What follows belongs to an exercise in optimizing a design on an open flow for small area, a short achievable clock period and few clock cycles per item; a production flow would make more cautious choices.
In this exercise RTL edits were held to simulation tests only and were not proved equivalent to the original.
No activity file was given, so power comes from the tool's default toggle rates.

run 1:
Design DES_Core, start of the top module:
module DES_Core(
    input wire clk,
    input wire reset,
    input wire start_i,
    input wire [63:0] plaintext_i,
    input wire [63:0] key_i,
    output reg [63:0] ciphertext_o,
    output reg done_o
    );
Size in the first run: about 66 flip-flops, about 7700 µm² of cells after synthesis.
Settings: LEC_CHECK=0, CAP_MARGIN=20, CORE_MARGIN=2, CORE_UTILIZATION=40, SLEW_MARGIN=20; clock period 5.0 ns.
run.sh (not shown) runs the stock make flow with config.mk's settings and CLKGATE_MAP_FILE= SYNTH_SCRIPT=/design/flow/synth_recipe.tcl, a recipe that flattens the netlist after the stock synthesis.
Testbench counts of run 1, summed over its fixed seeds: cycles 4,808, blocks 2,400.
#### Input delta (run 2 over run 1)
==> flow/flow/run.sh (new file) <==
#!/bin/bash
# The standard layout, with small buffers on the ports instead of the
# delay buffers buffer_ports picks by default. Make output goes to flow_make.log.
set -euo pipefail
export BUFFER_PORTS_ARGS="-buffer_cell sky130_fd_sc_hd__buf_2"
bash standard.sh DONT_USE_CELLS="sky130_fd_sc_hd__lpflow_bleeder_1 sky130_fd_sc_hd__lpflow_clkbufkapwr_1 sky130_fd_sc_hd__lpflow_clkbufkapwr_16 sky130_fd_sc_hd__lpflow_clkbufkapwr_2 sky130_fd_sc_hd__lpflow_clkbufkapwr_4 sky130_fd_sc_hd__lpflow_clkbufkapwr_8 sky130_fd_sc_hd__lpflow_clkinvkapwr_1 sky130_fd_sc_hd__lpflow_clkinvkapwr_16 sky130_fd_sc_hd__lpflow_clkinvkapwr_2 sky130_fd_sc_hd__lpflow_clkinvkapwr_4 sky130_fd_sc_hd__lpflow_clkinvkapwr_8 sky130_fd_sc_hd__lpflow_decapkapwr_12 sky130_fd_sc_hd__lpflow_decapkapwr_3 sky130_fd_sc_hd__lpflow_decapkapwr_4 sky130_fd_sc_hd__lpflow_decapkapwr_6 sky130_fd_sc_hd__lpflow_decapkapwr_8 sky130_fd_sc_hd__lpflow_inputiso0n_1 sky130_fd_sc_hd__lpflow_inputiso0p_1 sky130_fd_sc_hd__lpflow_inputiso1n_1 sky130_fd_sc_hd__lpflow_inputiso1p_1 sky130_fd_sc_hd__lpflow_inputisolatch_1 sky130_fd_sc_hd__lpflow_isobufsrc_1 sky130_fd_sc_hd__lpflow_isobufsrc_16 sky130_fd_sc_hd__lpflow_isobufsrc_2 sky130_fd_sc_hd__lpflow_isobufsrc_4 sky130_fd_sc_hd__lpflow_isobufsrc_8 sky130_fd_sc_hd__lpflow_isobufsrckapwr_16 sky130_fd_sc_hd__lpflow_lsbuf_lh_hl_isowell_tap_1 sky130_fd_sc_hd__lpflow_lsbuf_lh_hl_isowell_tap_2 sky130_fd_sc_hd__lpflow_lsbuf_lh_hl_isowell_tap_4 sky130_fd_sc_hd__lpflow_lsbuf_lh_isowell_4 sky130_fd_sc_hd__lpflow_lsbuf_lh_isowell_tap_1 sky130_fd_sc_hd__lpflow_lsbuf_lh_isowell_tap_2 sky130_fd_sc_hd__lpflow_lsbuf_lh_isowell_tap_4 sky130_fd_sc_hd__probe_p_8 sky130_fd_sc_hd__probec_p_8  sky130_fd_sc_hd__xor3_1 sky130_fd_sc_hd__xor3_2 sky130_fd_sc_hd__xor3_4 sky130_fd_sc_hd__xnor3_1 sky130_fd_sc_hd__xnor3_2 sky130_fd_sc_hd__xnor3_4" finish > flow_make.log 2>&1
==> flow/standard.sh (new file) <==
#!/bin/bash
# synth_recipe.tcl (not shown) runs the flow's synth.tcl, then flattens the netlist and writes it again
# the make line also repeats each setting of config.mk as NAME=value (left out here)
make -C /OpenROAD-flow-scripts/flow DESIGN_CONFIG=/design/flow/config.mk WORK_HOME=/design/flow/orfs CLKGATE_MAP_FILE= SYNTH_SCRIPT=/design/flow/synth_recipe.tcl "${@:-finish}"
--- a/flow/config.mk
+++ b/flow/config.mk
@@ -10,2 +10,3 @@
 export CORE_UTILIZATION = 40
+export SETUP_SLACK_MARGIN = 2.9
 export SLEW_MARGIN = 20
removed: flow/run.sh
==> summary.txt <==
- Depth of the critical timing path with buffers and inverters included: higher on run 2
- Re non-clock buffer total of the final layout: run 2 is 54 up on run 1.
- Comparing met2 global-route usage for run 2 and run 1, the bigger number came from run 1.
- Side by side, design internal power turned out lower in run 2 than in run 1.
- Total number of vias on run 2 is behind run 1.
- Run 2 reports its destination of the critical timing path as ciphertext_o[8] while run 1 reports ciphertext_o[46].
- Compared with run 1, run 2 shows a higher fmax.
Here is what was changed in the inputs of run 3 compared with run 2.
--- a/flow/flow/run.sh
+++ b/flow/flow/run.sh
@@ -5,2 +5,3 @@
 export BUFFER_PORTS_ARGS="-buffer_cell sky130_fd_sc_hd__buf_2"
+export POST_GLOBAL_PLACE_TCL="$PWD/flow/outbuf.tcl"
 bash standard.sh DONT_USE_CELLS="sky130_fd_sc_hd__lpflow_bleeder_1 sky130_fd_sc_hd__lpflow_clkbufkapwr_1 sky130_fd_sc_hd__lpflow_clkbufkapwr_16 sky130_fd_sc_hd__lpflow_clkbufkapwr_2 sky130_fd_sc_hd__lpflow_clkbufkapwr_4 sky130_fd_sc_hd__lpflow_clkbufkapwr_8 sky130_fd_sc_hd__lpflow_clkinvkapwr_1 sky130_fd_sc_hd__lpflow_clkinvkapwr_16 sky130_fd_sc_hd__lpflow_clkinvkapwr_2 sky130_fd_sc_hd__lpflow_clkinvkapwr_4 sky130_fd_sc_hd__lpflow_clkinvkapwr_8 sky130_fd_sc_hd__lpflow_decapkapwr_12 sky130_fd_sc_hd__lpflow_decapkapwr_3 sky130_fd_sc_hd__lpflow_decapkapwr_4 sky130_fd_sc_hd__lpflow_decapkapwr_6 sky130_fd_sc_hd__lpflow_decapkapwr_8 sky130_fd_sc_hd__lpflow_inputiso0n_1 sky130_fd_sc_hd__lpflow_inputiso0p_1 sky130_fd_sc_hd__lpflow_inputiso1n_1 sky130_fd_sc_hd__lpflow_inputiso1p_1 sky130_fd_sc_hd__lpflow_inputisolatch_1 sky130_fd_sc_hd__lpflow_isobufsrc_1 sky130_fd_sc_hd__lpflow_isobufsrc_16 sky130_fd_sc_hd__lpflow_isobufsrc_2 sky130_fd_sc_hd__lpflow_isobufsrc_4 sky130_fd_sc_hd__lpflow_isobufsrc_8 sky130_fd_sc_hd__lpflow_isobufsrckapwr_16 sky130_fd_sc_hd__lpflow_lsbuf_lh_hl_isowell_tap_1 sky130_fd_sc_hd__lpflow_lsbuf_lh_hl_isowell_tap_2 sky130_fd_sc_hd__lpflow_lsbuf_lh_hl_isowell_tap_4 sky130_fd_sc_hd__lpflow_lsbuf_lh_isowell_4 sky130_fd_sc_hd__lpflow_lsbuf_lh_isowell_tap_1 sky130_fd_sc_hd__lpflow_lsbuf_lh_isowell_tap_2 sky130_fd_sc_hd__lpflow_lsbuf_lh_isowell_tap_4 sky130_fd_sc_hd__probe_p_8 sky130_fd_sc_hd__probec_p_8  sky130_fd_sc_hd__xor3_1 sky130_fd_sc_hd__xor3_2 sky130_fd_sc_hd__xor3_4 sky130_fd_sc_hd__xnor3_1 sky130_fd_sc_hd__xnor3_2 sky130_fd_sc_hd__xnor3_4" finish > flow_make.log 2>&1
==> flow/flow/outbuf.tcl (new file) <==
# Output ports drive only the 0.01 pF pin load: a buf_1 is enough there.
set n 0
foreach bterm [[ord::get_db_block] getBTerms] {
  if {[$bterm getIoType] != "OUTPUT"} { continue }
  set net [$bterm getNet]
  if {$net == "NULL"} { continue }
  foreach iterm [$net getITerms] {
    if {[$iterm isOutputSignal]} {
      set inst [$iterm getInst]
      if {[[$inst getMaster] getName] == "sky130_fd_sc_hd__buf_2"} {
        replace_cell [$inst getName] sky130_fd_sc_hd__buf_1
        incr n
      }
    }
  }
}
puts "outbuf.tcl: $n output buffers set to buf_1"
--- a/flow/config.mk
+++ b/flow/config.mk
@@ -10,3 +10,5 @@
 export CORE_UTILIZATION = 40
-export SETUP_SLACK_MARGIN = 2.9
+export CTS_BUF_LIST = sky130_fd_sc_hd__clkbuf_4 sky130_fd_sc_hd__clkbuf_8
+export PLACE_DENSITY = 0.7
+export SETUP_SLACK_MARGIN = 2.6
 export SLEW_MARGIN = 20
Diff run 2..run 3 | total overflow reported by the global router | negligible
Post-layout instance count excluding filler cells went down by a few percent going from run 2 to run 3.
The run with more setup slack is run 2; run 3 has less.
Lower path length in cells of the critical path was reported by run 3, not run 2.
Compared with run 2, run 3 improves total vias in the final route.
Of the two values seen for highest-utilization routing layer at the global route stage, met2 was produced by run 3 and met1 by run 2.
What run 4 does differently from run 3 at the input level:
--- a/flow/config.mk
+++ b/flow/config.mk
@@ -12,3 +12,3 @@
 export PLACE_DENSITY = 0.7
-export SETUP_SLACK_MARGIN = 2.6
+export SETUP_SLACK_MARGIN = 2.65
 export SLEW_MARGIN = 20
## What came out
- Critical path depth across run 4 and run 3: no real change.
- Synthesized cell count: run 3 vs run 4 identical
- ~same power attributed to combinational cells in run 4 and run 3
- Going from run 3 to run 4, post-synthesis to final-layout area growth picked up an extra 0.81 points; post-layout instance area picked up an extra about 0.7%; worst clock skew neither gained nor lost much.
- The clock-buffer cell count in run 4 sits 1 above the value recorded for run 3.
- Comparing run 4 with run 3, the well tap count came out essentially unchanged.
- Combinational cell fraction of total power: run 4 vs run 3 up 1.2 points
- From run 3 to run 4, number of cells in the design after placement did not move at all.


job 2804:
DES_Core again, from the RTL that the note above started with.
==> flow/design.v (excerpt) <==
module DES_Core(
    input wire clk,
    input wire reset,
    input wire start_i,
    input wire [63:0] plaintext_i,
    input wire [63:0] key_i,
    output reg [63:0] ciphertext_o,
    output reg done_o
    );
Settings: LEC_CHECK=0, CAP_MARGIN=20, CORE_MARGIN=2, CORE_UTILIZATION=40, CTS_BUF_LIST=sky130_fd_sc_hd__clkbuf_4 sky130_fd_sc_hd__clkbuf_8, PLACE_DENSITY=0.6, SETUP_SLACK_MARGIN=2.65, SLEW_MARGIN=20; clock period 5.0 ns.
standard.sh (not shown) runs the stock make flow with config.mk's settings and CLKGATE_MAP_FILE= SYNTH_SCRIPT=/design/flow/synth_recipe.tcl, a recipe that flattens the netlist after the stock synthesis.
==> flow/flow/run.sh <==
#!/bin/bash
set -euo pipefail
export BUFFER_PORTS_ARGS="-buffer_cell sky130_fd_sc_hd__buf_2"
export POST_GLOBAL_PLACE_TCL="$PWD/flow/outbuf.tcl"
bash standard.sh DONT_USE_CELLS="sky130_fd_sc_hd__lpflow_bleeder_1 sky130_fd_sc_hd__lpflow_clkbufkapwr_1 sky130_fd_sc_hd__lpflow_clkbufkapwr_16 sky130_fd_sc_hd__lpflow_clkbufkapwr_2 sky130_fd_sc_hd__lpflow_clkbufkapwr_4 sky130_fd_sc_hd__lpflow_clkbufkapwr_8 sky130_fd_sc_hd__lpflow_clkinvkapwr_1 sky130_fd_sc_hd__lpflow_clkinvkapwr_16 sky130_fd_sc_hd__lpflow_clkinvkapwr_2 sky130_fd_sc_hd__lpflow_clkinvkapwr_4 sky130_fd_sc_hd__lpflow_clkinvkapwr_8 sky130_fd_sc_hd__lpflow_decapkapwr_12 sky130_fd_sc_hd__lpflow_decapkapwr_3 sky130_fd_sc_hd__lpflow_decapkapwr_4 sky130_fd_sc_hd__lpflow_decapkapwr_6 sky130_fd_sc_hd__lpflow_decapkapwr_8 sky130_fd_sc_hd__lpflow_inputiso0n_1 sky130_fd_sc_hd__lpflow_inputiso0p_1 sky130_fd_sc_hd__lpflow_inputiso1n_1 sky130_fd_sc_hd__lpflow_inputiso1p_1 sky130_fd_sc_hd__lpflow_inputisolatch_1 sky130_fd_sc_hd__lpflow_isobufsrc_1 sky130_fd_sc_hd__lpflow_isobufsrc_16 sky130_fd_sc_hd__lpflow_isobufsrc_2 sky130_fd_sc_hd__lpflow_isobufsrc_4 sky130_fd_sc_hd__lpflow_isobufsrc_8 sky130_fd_sc_hd__lpflow_isobufsrckapwr_16 sky130_fd_sc_hd__lpflow_lsbuf_lh_hl_isowell_tap_1 sky130_fd_sc_hd__lpflow_lsbuf_lh_hl_isowell_tap_2 sky130_fd_sc_hd__lpflow_lsbuf_lh_hl_isowell_tap_4 sky130_fd_sc_hd__lpflow_lsbuf_lh_isowell_4 sky130_fd_sc_hd__lpflow_lsbuf_lh_isowell_tap_1 sky130_fd_sc_hd__lpflow_lsbuf_lh_isowell_tap_2 sky130_fd_sc_hd__lpflow_lsbuf_lh_isowell_tap_4 sky130_fd_sc_hd__probe_p_8 sky130_fd_sc_hd__probec_p_8  sky130_fd_sc_hd__xor3_1 sky130_fd_sc_hd__xor3_2 sky130_fd_sc_hd__xor3_4 sky130_fd_sc_hd__xnor3_1 sky130_fd_sc_hd__xnor3_2 sky130_fd_sc_hd__xnor3_4" finish > flow_make.log 2>&1
==> flow/flow/outbuf.tcl <==
# Output ports drive only the 0.01 pF pin load: a buf_1 is enough there.
set n 0
foreach bterm [[ord::get_db_block] getBTerms] {
  if {[$bterm getIoType] != "OUTPUT"} { continue }
  set net [$bterm getNet]
  if {$net == "NULL"} { continue }
  foreach iterm [$net getITerms] {
    if {[$iterm isOutputSignal]} {
      set inst [$iterm getInst]
      if {[[$inst getMaster] getName] == "sky130_fd_sc_hd__buf_2"} {
        replace_cell [$inst getName] sky130_fd_sc_hd__buf_1
        incr n
      }
    }
  }
}
puts "outbuf.tcl: $n output buffers set to buf_1"
Testbench counts of job 2804, summed over its fixed seeds: cycles 4,808, blocks 2,400.
Edits applied to the flow inputs when going from job 2804 to job 921:
# job 2804
export LEC_CHECK = 0
export CAP_MARGIN = 20
export CORE_MARGIN = 2
export CORE_UTILIZATION = 40
export CTS_BUF_LIST = sky130_fd_sc_hd__clkbuf_4 sky130_fd_sc_hd__clkbuf_8
export PLACE_DENSITY = 0.6
export SETUP_SLACK_MARGIN = 2.65
export SLEW_MARGIN = 20
create_clock -name core_clock -period 5.0 [get_ports {clk}]
# job 921
export LEC_CHECK = 0
export CAP_MARGIN = 20
export CORE_MARGIN = 2
export CORE_UTILIZATION = 65
export CTS_BUF_LIST = sky130_fd_sc_hd__clkbuf_4 sky130_fd_sc_hd__clkbuf_8
export PLACE_DENSITY = 0.75
export SLEW_MARGIN = 20
create_clock -name core_clock -period 5.0 [get_ports {clk}]
==> flow/flow/run.sh <==
#!/bin/bash
# The standard layout, with small buffers on the ports instead of the
# delay buffers buffer_ports picks by default. Make output goes to flow_make.log.
set -euo pipefail
export BUFFER_PORTS_ARGS="-buffer_cell sky130_fd_sc_hd__buf_2"
bash standard.sh DONT_USE_CELLS="sky130_fd_sc_hd__lpflow_bleeder_1 sky130_fd_sc_hd__lpflow_clkbufkapwr_1 sky130_fd_sc_hd__lpflow_clkbufkapwr_16 sky130_fd_sc_hd__lpflow_clkbufkapwr_2 sky130_fd_sc_hd__lpflow_clkbufkapwr_4 sky130_fd_sc_hd__lpflow_clkbufkapwr_8 sky130_fd_sc_hd__lpflow_clkinvkapwr_1 sky130_fd_sc_hd__lpflow_clkinvkapwr_16 sky130_fd_sc_hd__lpflow_clkinvkapwr_2 sky130_fd_sc_hd__lpflow_clkinvkapwr_4 sky130_fd_sc_hd__lpflow_clkinvkapwr_8 sky130_fd_sc_hd__lpflow_decapkapwr_12 sky130_fd_sc_hd__lpflow_decapkapwr_3 sky130_fd_sc_hd__lpflow_decapkapwr_4 sky130_fd_sc_hd__lpflow_decapkapwr_6 sky130_fd_sc_hd__lpflow_decapkapwr_8 sky130_fd_sc_hd__lpflow_inputiso0n_1 sky130_fd_sc_hd__lpflow_inputiso0p_1 sky130_fd_sc_hd__lpflow_inputiso1n_1 sky130_fd_sc_hd__lpflow_inputiso1p_1 sky130_fd_sc_hd__lpflow_inputisolatch_1 sky130_fd_sc_hd__lpflow_isobufsrc_1 sky130_fd_sc_hd__lpflow_isobufsrc_16 sky130_fd_sc_hd__lpflow_isobufsrc_2 sky130_fd_sc_hd__lpflow_isobufsrc_4 sky130_fd_sc_hd__lpflow_isobufsrc_8 sky130_fd_sc_hd__lpflow_isobufsrckapwr_16 sky130_fd_sc_hd__lpflow_lsbuf_lh_hl_isowell_tap_1 sky130_fd_sc_hd__lpflow_lsbuf_lh_hl_isowell_tap_2 sky130_fd_sc_hd__lpflow_lsbuf_lh_hl_isowell_tap_4 sky130_fd_sc_hd__lpflow_lsbuf_lh_isowell_4 sky130_fd_sc_hd__lpflow_lsbuf_lh_isowell_tap_1 sky130_fd_sc_hd__lpflow_lsbuf_lh_isowell_tap_2 sky130_fd_sc_hd__lpflow_lsbuf_lh_isowell_tap_4 sky130_fd_sc_hd__probe_p_8 sky130_fd_sc_hd__probec_p_8  sky130_fd_sc_hd__xor3_1 sky130_fd_sc_hd__xor3_2 sky130_fd_sc_hd__xor3_4 sky130_fd_sc_hd__xnor3_1 sky130_fd_sc_hd__xnor3_2 sky130_fd_sc_hd__xnor3_4" finish > flow_make.log 2>&1
removed: flow/flow/outbuf.tcl
Results
- Changes observed in job 921 relative to job 2804: number of storage elements in the synthesis netlist barely changed; design area went down by about 1.1%.
- Between job 921 and job 2804, it is job 921 whose routed metal-1 wire length is higher, by about 5%.
- When job 921 is set beside job 2804, its sequential share of layout area turns out to be 0.26 points larger.
- Of the two values seen for termination of the worst setup path, ciphertext_o[42] was produced by job 921 and ciphertext_o[29] by job 2804.
- Going from job 2804 to job 921, count of non-filler cells in the finished layout shrank by a little under 10%.
- Summary — instance count after placement with tap cells included, job 921 relative to job 2804: lower, by 89.
- Job 921 reports its startpoint of the most critical setup path as key_i[55] while job 2804 reports key_i[17].
- Across both runs, global-route track usage on met3 was higher for job 921 than for job 2804.
- Die area | job 921 < job 2804
- The clock skew on job 921 is in line with that on job 2804.
- Compared with job 2804, job 921 shows a higher minimum clock period.
- Summary — setup slack at placement, job 921 relative to job 2804: lower, by 0.081 ns.
Setup changes, job 921 to job 1892
# job 921
export LEC_CHECK = 0
export CAP_MARGIN = 20
export CORE_MARGIN = 2
export CORE_UTILIZATION = 65
export CTS_BUF_LIST = sky130_fd_sc_hd__clkbuf_4 sky130_fd_sc_hd__clkbuf_8
export PLACE_DENSITY = 0.75
export SLEW_MARGIN = 20
create_clock -name core_clock -period 5.0 [get_ports {clk}]
# job 1892
export LEC_CHECK = 0
export CAP_MARGIN = 20
export CORE_MARGIN = 2
export CORE_UTILIZATION = 40
export CTS_BUF_LIST = sky130_fd_sc_hd__clkbuf_4 sky130_fd_sc_hd__clkbuf_8
export GPL_TIMING_DRIVEN = 0
export PLACE_DENSITY = 0.7
export SETUP_SLACK_MARGIN = 2.65
export SLEW_MARGIN = 20
create_clock -name core_clock -period 5.0 [get_ports {clk}]
==> flow/flow/run.sh <==
#!/bin/bash
set -euo pipefail
export BUFFER_PORTS_ARGS="-buffer_cell sky130_fd_sc_hd__buf_2"
export POST_GLOBAL_PLACE_TCL="$PWD/flow/outbuf.tcl"
bash standard.sh DONT_USE_CELLS="sky130_fd_sc_hd__lpflow_bleeder_1 sky130_fd_sc_hd__lpflow_clkbufkapwr_1 sky130_fd_sc_hd__lpflow_clkbufkapwr_16 sky130_fd_sc_hd__lpflow_clkbufkapwr_2 sky130_fd_sc_hd__lpflow_clkbufkapwr_4 sky130_fd_sc_hd__lpflow_clkbufkapwr_8 sky130_fd_sc_hd__lpflow_clkinvkapwr_1 sky130_fd_sc_hd__lpflow_clkinvkapwr_16 sky130_fd_sc_hd__lpflow_clkinvkapwr_2 sky130_fd_sc_hd__lpflow_clkinvkapwr_4 sky130_fd_sc_hd__lpflow_clkinvkapwr_8 sky130_fd_sc_hd__lpflow_decapkapwr_12 sky130_fd_sc_hd__lpflow_decapkapwr_3 sky130_fd_sc_hd__lpflow_decapkapwr_4 sky130_fd_sc_hd__lpflow_decapkapwr_6 sky130_fd_sc_hd__lpflow_decapkapwr_8 sky130_fd_sc_hd__lpflow_inputiso0n_1 sky130_fd_sc_hd__lpflow_inputiso0p_1 sky130_fd_sc_hd__lpflow_inputiso1n_1 sky130_fd_sc_hd__lpflow_inputiso1p_1 sky130_fd_sc_hd__lpflow_inputisolatch_1 sky130_fd_sc_hd__lpflow_isobufsrc_1 sky130_fd_sc_hd__lpflow_isobufsrc_16 sky130_fd_sc_hd__lpflow_isobufsrc_2 sky130_fd_sc_hd__lpflow_isobufsrc_4 sky130_fd_sc_hd__lpflow_isobufsrc_8 sky130_fd_sc_hd__lpflow_isobufsrckapwr_16 sky130_fd_sc_hd__lpflow_lsbuf_lh_hl_isowell_tap_1 sky130_fd_sc_hd__lpflow_lsbuf_lh_hl_isowell_tap_2 sky130_fd_sc_hd__lpflow_lsbuf_lh_hl_isowell_tap_4 sky130_fd_sc_hd__lpflow_lsbuf_lh_isowell_4 sky130_fd_sc_hd__lpflow_lsbuf_lh_isowell_tap_1 sky130_fd_sc_hd__lpflow_lsbuf_lh_isowell_tap_2 sky130_fd_sc_hd__lpflow_lsbuf_lh_isowell_tap_4 sky130_fd_sc_hd__probe_p_8 sky130_fd_sc_hd__probec_p_8  sky130_fd_sc_hd__xor3_1 sky130_fd_sc_hd__xor3_2 sky130_fd_sc_hd__xor3_4 sky130_fd_sc_hd__xnor3_1 sky130_fd_sc_hd__xnor3_2 sky130_fd_sc_hd__xnor3_4" finish > flow_make.log 2>&1
==> flow/flow/outbuf.tcl (new file) <==
# Output ports drive only the 0.01 pF pin load: a buf_1 is enough there.
set n 0
foreach bterm [[ord::get_db_block] getBTerms] {
  if {[$bterm getIoType] != "OUTPUT"} { continue }
  set net [$bterm getNet]
  if {$net == "NULL"} { continue }
  foreach iterm [$net getITerms] {
    if {[$iterm isOutputSignal]} {
      set inst [$iterm getInst]
      if {[[$inst getMaster] getName] == "sky130_fd_sc_hd__buf_2"} {
        replace_cell [$inst getName] sky130_fd_sc_hd__buf_1
        incr n
      }
    }
  }
}
puts "outbuf.tcl: $n output buffers set to buf_1"
[summary]
Maximum fanout along the worst path: job 921 vs job 1892 identical
Looking at minimum period implied by the final worst setup slack across both flows, job 1892 is the stronger of the two, with job 921 trailing.
Power: job 921 vs job 1892, no meaningful difference
Job 1892 vs. job 921: end-of-flow core utilization lower; count of clock-buffer cells in the layout lower.
Total global routing track utilization (job 1892 over job 921): decrease, 13 points
What job 1690 does differently from job 1892 at the input level:
# job 1892
export LEC_CHECK = 0
export CAP_MARGIN = 20
export CORE_MARGIN = 2
export CORE_UTILIZATION = 40
export CTS_BUF_LIST = sky130_fd_sc_hd__clkbuf_4 sky130_fd_sc_hd__clkbuf_8
export GPL_TIMING_DRIVEN = 0
export PLACE_DENSITY = 0.7
export SETUP_SLACK_MARGIN = 2.65
export SLEW_MARGIN = 20
create_clock -name core_clock -period 5.0 [get_ports {clk}]
# job 1690
export LEC_CHECK = 0
export CAP_MARGIN = 20
export CORE_MARGIN = 2
export CORE_UTILIZATION = 40
export CTS_BUF_LIST = sky130_fd_sc_hd__clkbuf_4 sky130_fd_sc_hd__clkbuf_8
export PLACE_DENSITY = 0.7
export SETUP_SLACK_MARGIN = 2.65
export SLEW_MARGIN = 20
create_clock -name core_clock -period 5.0 [get_ports {clk}]
### Flow results
- Final area went down slightly going from job 1892 to job 1690.
- Compared job 1690 against job 1892; period utilization within noise.
- Compared to job 1892, job 1690 has number of buffers outside the clock class in the layout 4 higher.
- Total wire length after detailed routing of job 1690 is on par with job 1892.
- Compared with job 1892, in job 1690 total power shrank by 5.7%, detailed placement HPWL grew by 1.9%, shortest period the worst path allows shrank by 0.0041 ns, core utilization shrank by 0.24 points.
- Between job 1892 and job 1690, the sequential share of layout area figures differ only marginally.
Inputs modified between job 1690 and job 7583:
# job 1690
export LEC_CHECK = 0
export CAP_MARGIN = 20
export CORE_MARGIN = 2
export CORE_UTILIZATION = 40
export CTS_BUF_LIST = sky130_fd_sc_hd__clkbuf_4 sky130_fd_sc_hd__clkbuf_8
export PLACE_DENSITY = 0.7
export SETUP_SLACK_MARGIN = 2.65
export SLEW_MARGIN = 20
create_clock -name core_clock -period 5.0 [get_ports {clk}]
# job 7583
export LEC_CHECK = 0
export CAP_MARGIN = 20
export CORE_MARGIN = 2
export CORE_UTILIZATION = 40
export CTS_BUF_LIST = sky130_fd_sc_hd__clkbuf_4 sky130_fd_sc_hd__clkbuf_8
export SLEW_MARGIN = 20
create_clock -name core_clock -period 5.0 [get_ports {clk}]
==> flow/flow/run.sh <==
#!/bin/bash
# The standard layout, with small buffers on the ports instead of the
# delay buffers buffer_ports picks by default. Make output goes to flow_make.log.
set -euo pipefail
export BUFFER_PORTS_ARGS="-buffer_cell sky130_fd_sc_hd__buf_2"
bash standard.sh DONT_USE_CELLS="sky130_fd_sc_hd__lpflow_bleeder_1 sky130_fd_sc_hd__lpflow_clkbufkapwr_1 sky130_fd_sc_hd__lpflow_clkbufkapwr_16 sky130_fd_sc_hd__lpflow_clkbufkapwr_2 sky130_fd_sc_hd__lpflow_clkbufkapwr_4 sky130_fd_sc_hd__lpflow_clkbufkapwr_8 sky130_fd_sc_hd__lpflow_clkinvkapwr_1 sky130_fd_sc_hd__lpflow_clkinvkapwr_16 sky130_fd_sc_hd__lpflow_clkinvkapwr_2 sky130_fd_sc_hd__lpflow_clkinvkapwr_4 sky130_fd_sc_hd__lpflow_clkinvkapwr_8 sky130_fd_sc_hd__lpflow_decapkapwr_12 sky130_fd_sc_hd__lpflow_decapkapwr_3 sky130_fd_sc_hd__lpflow_decapkapwr_4 sky130_fd_sc_hd__lpflow_decapkapwr_6 sky130_fd_sc_hd__lpflow_decapkapwr_8 sky130_fd_sc_hd__lpflow_inputiso0n_1 sky130_fd_sc_hd__lpflow_inputiso0p_1 sky130_fd_sc_hd__lpflow_inputiso1n_1 sky130_fd_sc_hd__lpflow_inputiso1p_1 sky130_fd_sc_hd__lpflow_inputisolatch_1 sky130_fd_sc_hd__lpflow_isobufsrc_1 sky130_fd_sc_hd__lpflow_isobufsrc_16 sky130_fd_sc_hd__lpflow_isobufsrc_2 sky130_fd_sc_hd__lpflow_isobufsrc_4 sky130_fd_sc_hd__lpflow_isobufsrc_8 sky130_fd_sc_hd__lpflow_isobufsrckapwr_16 sky130_fd_sc_hd__lpflow_lsbuf_lh_hl_isowell_tap_1 sky130_fd_sc_hd__lpflow_lsbuf_lh_hl_isowell_tap_2 sky130_fd_sc_hd__lpflow_lsbuf_lh_hl_isowell_tap_4 sky130_fd_sc_hd__lpflow_lsbuf_lh_isowell_4 sky130_fd_sc_hd__lpflow_lsbuf_lh_isowell_tap_1 sky130_fd_sc_hd__lpflow_lsbuf_lh_isowell_tap_2 sky130_fd_sc_hd__lpflow_lsbuf_lh_isowell_tap_4 sky130_fd_sc_hd__probe_p_8 sky130_fd_sc_hd__probec_p_8  sky130_fd_sc_hd__xor3_1 sky130_fd_sc_hd__xor3_2 sky130_fd_sc_hd__xor3_4 sky130_fd_sc_hd__xnor3_1 sky130_fd_sc_hd__xnor3_2 sky130_fd_sc_hd__xnor3_4" finish > flow_make.log 2>&1
removed: flow/flow/outbuf.tcl
Findings:
- Job 7583 has completed all stages; timing, DRC and antenna checks passed.
- Taking job 1690 as the reference, in job 7583 combinational group share of total power went down; part of the total power dissipated in the clock network went up; via count of the first global-routing pass went up; instance area after placement went up; sequential share of layout area did not really move.
- Job 7583 has layout filler cell count above what job 1690 had.
## Diff of input files: job 6225 against job 7583
# job 7583
export LEC_CHECK = 0
export CAP_MARGIN = 20
export CORE_MARGIN = 2
export CORE_UTILIZATION = 40
export CTS_BUF_LIST = sky130_fd_sc_hd__clkbuf_4 sky130_fd_sc_hd__clkbuf_8
export SLEW_MARGIN = 20
create_clock -name core_clock -period 5.0 [get_ports {clk}]
# job 6225
export LEC_CHECK = 0
export CAP_MARGIN = 20
export CORE_MARGIN = 2
export CORE_UTILIZATION = 40
export CTS_BUF_LIST = sky130_fd_sc_hd__clkbuf_4 sky130_fd_sc_hd__clkbuf_8
export CTS_CLUSTER_DIAMETER = 120
export CTS_CLUSTER_SIZE = 30
export SETUP_SLACK_MARGIN = 2.65
export SLEW_MARGIN = 20
create_clock -name core_clock -period 5.0 [get_ports {clk}]
diff --git a/flow/flow/run.sh b/flow/flow/run.sh
--- a/flow/flow/run.sh
+++ b/flow/flow/run.sh
@@ -5,2 +5,3 @@
 export BUFFER_PORTS_ARGS="-buffer_cell sky130_fd_sc_hd__buf_2"
+export POST_GLOBAL_PLACE_TCL="$PWD/flow/outbuf.tcl"
 bash standard.sh DONT_USE_CELLS="sky130_fd_sc_hd__lpflow_bleeder_1 sky130_fd_sc_hd__lpflow_clkbufkapwr_1 sky130_fd_sc_hd__lpflow_clkbufkapwr_16 sky130_fd_sc_hd__lpflow_clkbufkapwr_2 sky130_fd_sc_hd__lpflow_clkbufkapwr_4 sky130_fd_sc_hd__lpflow_clkbufkapwr_8 sky130_fd_sc_hd__lpflow_clkinvkapwr_1 sky130_fd_sc_hd__lpflow_clkinvkapwr_16 sky130_fd_sc_hd__lpflow_clkinvkapwr_2 sky130_fd_sc_hd__lpflow_clkinvkapwr_4 sky130_fd_sc_hd__lpflow_clkinvkapwr_8 sky130_fd_sc_hd__lpflow_decapkapwr_12 sky130_fd_sc_hd__lpflow_decapkapwr_3 sky130_fd_sc_hd__lpflow_decapkapwr_4 sky130_fd_sc_hd__lpflow_decapkapwr_6 sky130_fd_sc_hd__lpflow_decapkapwr_8 sky130_fd_sc_hd__lpflow_inputiso0n_1 sky130_fd_sc_hd__lpflow_inputiso0p_1 sky130_fd_sc_hd__lpflow_inputiso1n_1 sky130_fd_sc_hd__lpflow_inputiso1p_1 sky130_fd_sc_hd__lpflow_inputisolatch_1 sky130_fd_sc_hd__lpflow_isobufsrc_1 sky130_fd_sc_hd__lpflow_isobufsrc_16 sky130_fd_sc_hd__lpflow_isobufsrc_2 sky130_fd_sc_hd__lpflow_isobufsrc_4 sky130_fd_sc_hd__lpflow_isobufsrc_8 sky130_fd_sc_hd__lpflow_isobufsrckapwr_16 sky130_fd_sc_hd__lpflow_lsbuf_lh_hl_isowell_tap_1 sky130_fd_sc_hd__lpflow_lsbuf_lh_hl_isowell_tap_2 sky130_fd_sc_hd__lpflow_lsbuf_lh_hl_isowell_tap_4 sky130_fd_sc_hd__lpflow_lsbuf_lh_isowell_4 sky130_fd_sc_hd__lpflow_lsbuf_lh_isowell_tap_1 sky130_fd_sc_hd__lpflow_lsbuf_lh_isowell_tap_2 sky130_fd_sc_hd__lpflow_lsbuf_lh_isowell_tap_4 sky130_fd_sc_hd__probe_p_8 sky130_fd_sc_hd__probec_p_8  sky130_fd_sc_hd__xor3_1 sky130_fd_sc_hd__xor3_2 sky130_fd_sc_hd__xor3_4 sky130_fd_sc_hd__xnor3_1 sky130_fd_sc_hd__xnor3_2 sky130_fd_sc_hd__xnor3_4" finish > flow_make.log 2>&1
==> flow/flow/outbuf.tcl (new file) <==
# Output ports drive only the 0.01 pF pin load: a buf_1 is enough there.
set n 0
foreach bterm [[ord::get_db_block] getBTerms] {
  if {[$bterm getIoType] != "OUTPUT"} { continue }
  set net [$bterm getNet]
  if {$net == "NULL"} { continue }
  foreach iterm [$net getITerms] {
    if {[$iterm isOutputSignal]} {
      set inst [$iterm getInst]
      if {[[$inst getMaster] getName] == "sky130_fd_sc_hd__buf_2"} {
        replace_cell [$inst getName] sky130_fd_sc_hd__buf_1
        incr n
      }
    }
  }
}
puts "outbuf.tcl: $n output buffers set to buf_1"
==> summary.txt <==
- Cmp job 6225 vs job 7583: part of the total power dissipated in combinational logic higher in job 6225
- In job 6225, clock power is lower than in job 7583.
- Having completed the whole flow, job 7583 delivered a layout that passed the timing, design-rule and antenna checks.
- Job 6225 completed every stage of the flow, and the final layout passed the timing, design-rule and antenna checks.
- Taking job 7583 as the reference, in job 6225 fill cell total of the finished layout saw an increase; total negative setup slack has remained practically unchanged.
- Job 6225 vs job 7583: detailed-route wire length per cell down by a few percent
- Job 6225 vs job 7583, launching instance or port of the critical path: key_i[17] vs key_i[2]
- Job 7583 → job 6225: total area of multi-input combinational cells higher; power decreased by about 5.6% relative to the old numbers.

port drivers added, routing unchanged:
No port has a modelled driver above. Below, the same layouts with a new extraction and two added sets of constraints. Step 1 (the two cells are an assumption about what drives the block):
set clk [get_ports {clk}]
set_driving_cell -lib_cell sky130_fd_sc_hd__clkbuf_16 $clk
set_driving_cell -lib_cell sky130_fd_sc_hd__buf_2 [delete_from_list [all_inputs] $clk]
Step 2 adds t to the input delays and takes it off the output delays; t is the mean of the earliest and latest rising clock arrival at the registers after step 1. Input paths then give back, and output paths get back, about the clock's delay inside the block. Slacks: no drivers / after step 1 / after step 2; pairs: no drivers / after step 1.
| run | t (ns) | slack for setup (ns) | worst setup path after step 2 | latest minus earliest clock arrival (ns) | worst slew at a driven data input, ns |
|---|---|---|---|---|---|
| run 1 | 0.382 | 1.816 / 1.833 / 1.452 | input to register | 0.009 / 0.009 | 0.05 |
| run 2 | 0.380 | 2.868 / 2.889 / 2.510 | input to register | 0.023 / 0.023 | 0.08 |
| run 3 | 0.393 | 2.665 / 2.677 / 2.285 | input to register | 0.015 / 0.015 | 0.05 |
| run 4 | 0.387 | 2.702 / 2.717 / 2.330 | input to register | 0.015 / 0.016 | 0.06 |
| job 2804 | 0.390 | 2.676 / 2.693 / 2.303 | input to register | 0.012 / 0.012 | 0.06 |
| job 921 | 0.409 | 2.493 / 2.507 / 2.097 | input to register | 0.021 / 0.021 | 0.04 |
| job 1892 | 0.400 | 2.698 / 2.713 / 2.313 | input to register | 0.017 / 0.017 | 0.06 |
| job 1690 | 0.387 | 2.702 / 2.717 / 2.330 | input to register | 0.015 / 0.016 | 0.06 |
| job 7583 | 0.409 | 2.609 / 2.617 / 2.208 | input to register | 0.018 / 0.017 | 0.05 |
| job 6225 | 0.390 | 2.676 / 2.693 / 2.303 | input to register | 0.012 / 0.012 | 0.06 |
After both steps every run listed still meets setup and hold. For job 7583, which loses most, drivers alone change the setup slack by +0.008 ns; drivers and shift together by -0.401 ns.
